From an optimization exercise on the open Yosys and OpenROAD flow, aimed at small area and few clock cycles per item; shortcuts taken in it are not production practice.
At most, simulation tests tie the RTL to the original design; equivalence was not proved.
Power is estimated from default activity; no workload was simulated.

## top
module top (clock, start, BestDist, motionX, motionY, AddressR, AddressS1, AddressS2, R, S1, S2, completed);
For scale: ~300 flip-flops.
==> module top, before the edit <==
module top (clock, start, BestDist, motionX, motionY, AddressR, AddressS1, AddressS2, R, S1, S2, completed);
	input clock;
	input start;
	output [7:0] BestDist;
	output [3:0] motionX, motionY;
	output completed;
	input [7:0] R, S1, S2;
	output [7:0] AddressR;
	output [9:0] AddressS1, AddressS2;
	localparam IDLE = 3'd0, FILL = 3'd1, RUN = 3'd2, SEL = 3'd3, DONE = 3'd4;
	reg [2:0] st;
	reg [7:0] p;           
	reg [4:0] r1, r2;      
	reg [3:0] K;           
	reg [7:0] n;           
	reg [7:0] best;
	reg [3:0] mvx, mvy;
	reg completed;
	assign AddressR  = p;
	assign AddressS1 = {r1, 1'b0, p[3:0]};
	assign AddressS2 = {r2, 1'b1, p[3:0]};
	assign BestDist  = best;
	assign motionX   = mvx;
	assign motionY   = mvy;
	reg  [7:0] rpipe [0:14];
	reg  [7:0] acc [0:15];
	wire [15:0] alive;
	wire load = (st == RUN) && (n == 8'd0);
	wire hold = (st != RUN);
	genvar j;
	generate
		for (j = 0; j < 16; j = j + 1) begin : pe
			wire [7:0] r = (j == 0) ? R : rpipe[j-1];
			wire [7:0] s = (p[3:0] >= j) ? S1 : S2;
			wire [8:0] t = {1'b0, r} + {1'b0, ~s};
			wire c = t[8];
			wire [7:0] x = load ? 8'd0 : acc[j];
			wire [7:0] y = hold ? 8'd0 : (t[7:0] ^ {8{~c}});
			wire ci = c & ~hold;
			wire [8:0] sum = {1'b0, x} + {1'b0, y} + {8'd0, ci};
			always @(posedge clock) begin
				acc[j] <= sum[8] ? 8'hFF : sum[7:0];
				if (j < 15) rpipe[j] <= r;
			end
			assign alive[j] = acc[j] < best;
		end
	endgenerate
	reg [7:0] selv;
	reg [3:0] seli;
	integer q;
	always @* begin
		selv = 8'd0;
		seli = 4'd0;
		for (q = 15; q >= 0; q = q - 1)
			if (alive[q]) begin
				selv = acc[q];
				seli = q;
			end
	end
	wire any_alive = |alive;
	wire last_row = (K == 4'd15);
	reg [2:0] st_n;
	reg [3:0] K_n;
	reg [7:0] n_n;
	always @* begin
		st_n = st;
		K_n = K;
		n_n = n + 8'd1;
		case (st)
			IDLE: begin st_n = FILL; K_n = 4'd0; n_n = 8'd0; end
			FILL: if (n == 8'd13) begin st_n = RUN; n_n = 8'd0; end
			RUN: begin
				if (n != 8'd0 && !any_alive) begin
					if (last_row) st_n = DONE;
					else begin K_n = K + 4'd1; n_n = 8'd0; end
				end else if (n == 8'd255)
					st_n = SEL;
			end
			SEL: if (!any_alive) begin
				n_n = 8'd0;
				if (last_row) st_n = DONE;
				else begin st_n = RUN; K_n = K + 4'd1; end
			end
			default: st_n = DONE;
		endcase
		if (!start) st_n = IDLE;
	end
	wire [7:0] p_n = start ? p + 8'd1 : 8'd0;
	wire [3:0] am1 = p_n[7:4] - 4'd1;
	always @(posedge clock) begin
		st <= st_n;
		K <= K_n;
		n <= n_n;
		p <= p_n;
		r1 <= {1'b0, K_n} + {1'b0, p_n[7:4]};
		r2 <= {1'b0, K_n} + {1'b0, am1};
		completed <= start && (st_n == DONE);
		if (st == IDLE)
			best <= 8'hFF;
		else if (st == SEL && any_alive) begin
			best <= selv;
			mvx <= {~seli[3], seli[2:0]};
			mvy <= {~K[3], K[2:0]};
		end
	end
endmodule
clock: 5.5 ns
lec_check: 0
cap_margin: 20
core_margin: 2
core_utilization: 40
slew_margin: 20
run.sh (not shown) runs the stock make flow with config.mk's settings and CLKGATE_MAP_FILE= SYNTH_SCRIPT=/design/flow/synth_recipe.tcl, a recipe that flattens the netlist after the stock synthesis.
Testbench counts at the start, summed over its fixed seeds: cycles 45,315, searches 48.
Edit:
--- a/flow/design.v
+++ b/flow/design.v
@@ -20,42 +20,38 @@
 	assign AddressS1 = {r1, 1'b0, p[3:0]};
 	assign AddressS2 = {r2, 1'b1, p[3:0]};
 	assign BestDist  = best;
 	assign motionX   = mvx;
 	assign motionY   = mvy;
-	reg  [7:0] rpipe [0:14];
-	reg  [7:0] acc [0:15];
+	wire [8*16-1:0] rin;    
+	wire [8*16-1:0] accs;
 	wire [15:0] alive;
 	wire load = (st == RUN) && (n == 8'd0);
 	wire hold = (st != RUN);
+	assign rin[7:0] = R;
 	genvar j;
 	generate
 		for (j = 0; j < 16; j = j + 1) begin : pe
-			wire [7:0] r = (j == 0) ? R : rpipe[j-1];
-			wire [7:0] s = (p[3:0] >= j) ? S1 : S2;
-			wire [8:0] t = {1'b0, r} + {1'b0, ~s};
-			wire c = t[8];
-			wire [7:0] x = load ? 8'd0 : acc[j];
-			wire [7:0] y = hold ? 8'd0 : (t[7:0] ^ {8{~c}});
-			wire ci = c & ~hold;
-			wire [8:0] sum = {1'b0, x} + {1'b0, y} + {8'd0, ci};
-			always @(posedge clock) begin
-				acc[j] <= sum[8] ? 8'hFF : sum[7:0];
-				if (j < 15) rpipe[j] <= r;
+			PE u (.clock(clock), .r(rin[8*j+7:8*j]), .s1(S1), .s2(S2), .use_s1(p[3:0] >= j),
+			      .load(load), .hold(hold), .best(best),
+			      .acc(accs[8*j+7:8*j]), .alive(alive[j]));
+			if (j < 15) begin : rp
+				reg [7:0] rpipe;
+				always @(posedge clock) rpipe <= rin[8*j+7:8*j];
+				assign rin[8*j+15:8*j+8] = rpipe;
 			end
-			assign alive[j] = acc[j] < best;
 		end
 	endgenerate
 	reg [7:0] selv;
 	reg [3:0] seli;
 	integer q;
 	always @* begin
 		selv = 8'd0;
 		seli = 4'd0;
 		for (q = 15; q >= 0; q = q - 1)
 			if (alive[q]) begin
-				selv = acc[q];
+				selv = accs[8*q +: 8];
 				seli = q;
 			end
 	end
 	wire any_alive = |alive;
 	wire last_row = (K == 4'd15);
@@ -102,5 +98,34 @@
 			mvx <= {~seli[3], seli[2:0]};
 			mvy <= {~K[3], K[2:0]};
 		end
 	end
 endmodule
+module PE (clock, r, s1, s2, use_s1, load, hold, best, acc, alive);
+	input clock;
+	input [7:0] r, s1, s2;
+	input use_s1, load, hold;
+	input [7:0] best;
+	output reg [7:0] acc;
+	output alive;
+	wire [7:0] ns = use_s1 ? ~s1 : ~s2;
+	wire [8:0] cy, cz, lt;
+	wire [7:0] t, x, y, z;
+	wire c = cy[8];
+	assign cy[0] = 1'b0;
+	assign x = acc & {8{~load}};
+	assign y = (t ^ {8{~c}}) & {8{~hold}};
+	assign cz[0] = c & ~hold;
+	assign lt[0] = 1'b0;
+	genvar i;
+	generate
+		for (i = 0; i < 8; i = i + 1) begin : bt
+			assign t[i] = r[i] ^ ns[i] ^ cy[i];
+			assign cy[i+1] = (r[i] & ns[i]) | (r[i] & cy[i]) | (ns[i] & cy[i]);
+			assign z[i] = x[i] ^ y[i] ^ cz[i];
+			assign cz[i+1] = (x[i] & y[i]) | (x[i] & cz[i]) | (y[i] & cz[i]);
+			assign lt[i+1] = (~acc[i] & best[i]) | (~acc[i] & lt[i]) | (best[i] & lt[i]);
+		end
+	endgenerate
+	assign alive = lt[8];
+	always @(posedge clock) acc <= z | {8{cz[8]}};
+endmodule
After rerunning: This time the run completed, yet does not pass: negative setup slack; register-to-register slack got worse by 2.2 ns; flip-flop and latch count does not change; routed wire length goes down by roughly a tenth; design area goes down by roughly a tenth; core utilization goes up by 0.28 points; die area goes down by roughly a tenth; power goes down by roughly a tenth; global-route usage goes up by 0.68 points; count of clock-buffer cells in the layout goes up by 1; first-iteration DRC count goes down slightly; clock power barely changes; non-clock buffer count goes down by 131; critical path depth goes up by 7; setup slack got worse by 2.1 ns.
Only the layout flow was run in the second run of this note; the RTL was not checked for function there.


run P:
Another version of the RTL of top (not shown whole).
Size: about 71 I/O pins, about 23000 sq um of cells after synthesis.
==> module top, before the edit <==
module top (clock, start, BestDist, motionX, motionY, AddressR, AddressS1, AddressS2, R, S1, S2, completed);
	input clock;
	input start;
	output [7:0] BestDist;
	output [3:0] motionX, motionY;
	output completed;
	input [7:0] R, S1, S2;
	output [7:0] AddressR;
	output [9:0] AddressS1, AddressS2;
	localparam IDLE = 3'd0, FILL = 3'd1, RUN = 3'd2, SEL = 3'd3, DONE = 3'd4;
	reg [2:0] st;
	reg [7:0] p;           
	reg [3:0] phi;         
	reg pass2;
	reg [3:0] K;           
	reg [7:0] n;           
	reg [7:0] best;
	reg [3:0] mvx, mvy;
	assign AddressR  = p;
	wire [3:0] am1 = p[7:4] - 4'd1;
	wire [3:0] Kc;         
	wire sw;               
	wire [4:0] r1 = {1'b0, K} + {1'b0, p[7:4]} + {4'd0, sw};
	wire [4:0] r2 = {1'b0, K} + {1'b0, am1} + {4'd0, sw};
	assign AddressS1 = {r1, 1'b0, p[3:0]};
	assign AddressS2 = {r2, 1'b1, p[3:0]};
	assign BestDist  = best;
	assign motionX   = mvx;
	assign motionY   = mvy;
	wire [8*16-1:0] rin;    
	wire [15:0] th_all;
	genvar g;
	generate for (g = 0; g < 16; g = g + 1) begin : thd
		assign th_all[g] = (p[3:0] >= g);
	end endgenerate
	wire [8*16-1:0] accs;
	wire [15:0] alive;
	wire load = ((st == RUN) && (n == 8'd0)) || sw;
	wire rebias = (st == SEL) && any_alive;
	wire [7:0] dlt;         
	assign rin[7:0] = R;
	genvar j;
	generate
		for (j = 0; j < 16; j = j + 1) begin : pe
			PE u (.clock(clock), .r(rin[8*j+7:8*j]), .s1(S1), .s2(S2), .use_s1(th_all[j]),
			      .load(load), .rebias(rebias), .nb(~best), .dlt(dlt),
			      .acc(accs[8*j+7:8*j]), .alive(alive[j]));
			if (j < 15) begin : rp
				reg [7:0] rpipe;
				always @(posedge clock) rpipe <= rin[8*j+7:8*j];
				assign rin[8*j+15:8*j+8] = rpipe;
			end
		end
	endgenerate
	reg [7:0] selv;
	reg [3:0] seli;
	integer q;
	always @* begin
		selv = 8'd0;
		seli = 4'd0;
		for (q = 15; q >= 0; q = q - 1)
			if (alive[q]) begin
				selv = accs[8*q +: 8];
				seli = q;
			end
	end
	assign dlt = ~selv;
	wire any_alive = |alive;
	wire last_row = (K == 4'd15);
	localparam [7:0] T1 = 8'd32;
	wire found = ~best[5];                  
	wire give_up = !pass2 && !found && (phi == 4'd14);
	wire row_out = ((st == RUN) && (n != 8'd0) || (st == SEL)) && !any_alive;
	wire pass_end = row_out && last_row;
	wire to_done = pass_end && (pass2 || found);
	wire new_pass = (pass_end && !to_done) || (give_up && (st == RUN || st == SEL));
	assign sw = row_out && !to_done && !new_pass;
	assign completed = (st == DONE) || to_done;
	assign Kc = sw ? K + 4'd1 : K;
	reg [2:0] st_n;
	reg [3:0] K_n;
	reg [7:0] n_n;
	always @* begin
		st_n = st;
		K_n = Kc;
		n_n = n + 8'd1;
		case (st)
			IDLE: begin st_n = FILL; K_n = 4'd0; n_n = 8'd0; end
			FILL: if (n == 8'd13) begin st_n = RUN; n_n = 8'd0; end
			RUN: if (!sw && n == 8'd255) st_n = SEL;
			default: ;
		endcase
		if (sw) begin
			st_n = RUN;
			n_n = 8'd1;
		end
		if (to_done) st_n = DONE;
		if (new_pass) begin
			st_n = RUN;
			n_n = 8'd0;
			K_n = 4'd0;
		end
		if (!start) st_n = IDLE;
	end
	wire [7:0] p_n = start ? p + 8'd1 : 8'd0;
	always @(posedge clock) begin
		st <= st_n;
		K <= K_n;
		n <= n_n;
		p <= p_n;
		if (st == IDLE) phi <= 4'd0;
		else if (p == 8'hFF) phi <= phi + 4'd1;
		if (st == IDLE) pass2 <= 1'b0;
		else if (new_pass) pass2 <= 1'b1;
		if (st == IDLE)
			best <= T1;
		else if (new_pass)
			best <= 8'hFF;
		else if (rebias) begin
			best <= selv + best + 8'd1;
			mvx <= {~seli[3], seli[2:0]};
			mvy <= {~K[3], K[2:0]};
		end
	end
endmodule
==> flow/config.mk <==
export PLATFORM = sky130hd
export DESIGN_NAME = top
export DESIGN_NICKNAME = top
export VERILOG_FILES = /design/flow/design.v
export SDC_FILE = /design/flow/constraint.sdc
export NUM_CORES = 4
export LEC_CHECK = 0
export ABC_AREA = 1
export CAP_MARGIN = 20
export CORE_MARGIN = 2
export CORE_UTILIZATION = 65
export CTS_BUF_LIST = sky130_fd_sc_hd__clkbuf_8
export CTS_CLUSTER_DIAMETER = 60
export CTS_CLUSTER_SIZE = 30
export GPL_TIMING_DRIVEN = 0
export SETUP_SLACK_MARGIN = 0.1
export SLEW_MARGIN = 20
==> flow/constraint.sdc <==
create_clock -name core_clock -period 5.5 [get_ports {clock}]
set_input_delay 1.1000 -clock core_clock [delete_from_list [all_inputs] [get_ports {clock}]]
set_output_delay 1.1000 -clock core_clock [all_outputs]
set_load 0.01 [all_outputs]
Testbench counts of run P, summed over its fixed seeds: cycles 26,731, searches 48.
diff inputs: run P => run F
--- a/flow/design.v
+++ b/flow/design.v
@@ -23,8 +23,9 @@
 	wire [4:0] r1 = {1'b0, K} + {1'b0, p[7:4]} + {4'd0, sw};
 	wire [4:0] r2 = {1'b0, K} + {1'b0, am1} + {4'd0, sw};
 	assign AddressS1 = {r1, 1'b0, p[3:0]};
 	assign AddressS2 = {r2, 1'b1, p[3:0]};
+	assign completed = (st == DONE);
 	assign BestDist  = best;
 	assign motionX   = mvx;
 	assign motionY   = mvy;
 	wire [8*16-1:0] rin;    
@@ -74,9 +75,8 @@
 	wire pass_end = row_out && last_row;
 	wire to_done = pass_end && (pass2 || found);
 	wire new_pass = (pass_end && !to_done) || (give_up && (st == RUN || st == SEL));
 	assign sw = row_out && !to_done && !new_pass;
-	assign completed = (st == DONE) || to_done;
 	assign Kc = sw ? K + 4'd1 : K;
 	reg [2:0] st_n;
 	reg [3:0] K_n;
 	reg [7:0] n_n;
--- outcome ---
Delta (run F minus run P): combinational power was more or less identical, minimum clock period fell 0.057 ns.
Note that the count of buffers not belonging to the clock network in the layout recorded for run F amounts to 1.06 times the value seen in run P.
Portion of the clock cycle consumed by the worst path in the final layout, run P and run F, higher one = run P.
Max number of tapcells across run P and run F: run P
From run P to run F the numbers moved as follows: clock latency reported for the late side of the worst-skew pair went up by 0.03 ns, cell area after synthesis went down by 0.65%.
Non-clock buffering overhead in the final layout: run F vs run P up 0.34 points
Compared to run P, the routing of run F uses less wire.
Of the two values seen for library cell contributing the largest single delay on the critical path, sky130_fd_sc_hd__fa_1 was produced by run P and sky130_fd_sc_hd__clkdlybuf4s50_1 by run F.
Post-synthesis share of cell area spent on xor and xnor gates (higher): run F
Compared with run P, in run F clock-buffer cell count shrank by about 13%; via count shrank by about 2%; net count after synthesis shrank by 67.
For run F, only the layout was checked, not whether the RTL still works.

## port drivers added, routing unchanged
Ports are ideal in the flow. The routed layouts listed here were re-timed in OpenROAD.
Step 1 assumes that a clkbuf_16 drives the clock port and a buf_2 every other input.
Step 2 times the ports against the registers' clock, not the clock port: input delays grow and output delays shrink by t, the midpoint of the rising clock arrivals with the driver on.
a / b / c = ideal ports / drivers / drivers and shift; a / b = the first two.
| run | t (ns) | setup WS [ns] | worst setup path after step 2 | latest minus earliest clock arrival (ns) | worst register clock-pin slew, ns |
|---|---|---|---|---|---|
| the first run of note 1 | 0.612 | 0.228 / 0.266 / -0.346 | input to register | 0.040 / 0.040 | 0.07 / 0.07 |
| the second run of note 1 | 0.599 | -1.865 / -1.865 / -2.366 | input to register | 0.028 / 0.028 | 0.07 / 0.07 |
| run P | 0.676 | 0.164 / 0.164 / -0.301 | input to register | 0.046 / 0.046 | 0.12 / 0.12 |
| run F | 0.718 | 0.221 / 0.167 / -0.418 | input to register | 0.033 / 0.033 | 0.12 / 0.12 |
With both steps, setup timing fails in the first run of note 1, run P and run F, where it was met with ideal ports. The setup slack of run F, which loses most, moves by -0.054 ns with the drivers and by -0.639 ns with both steps.
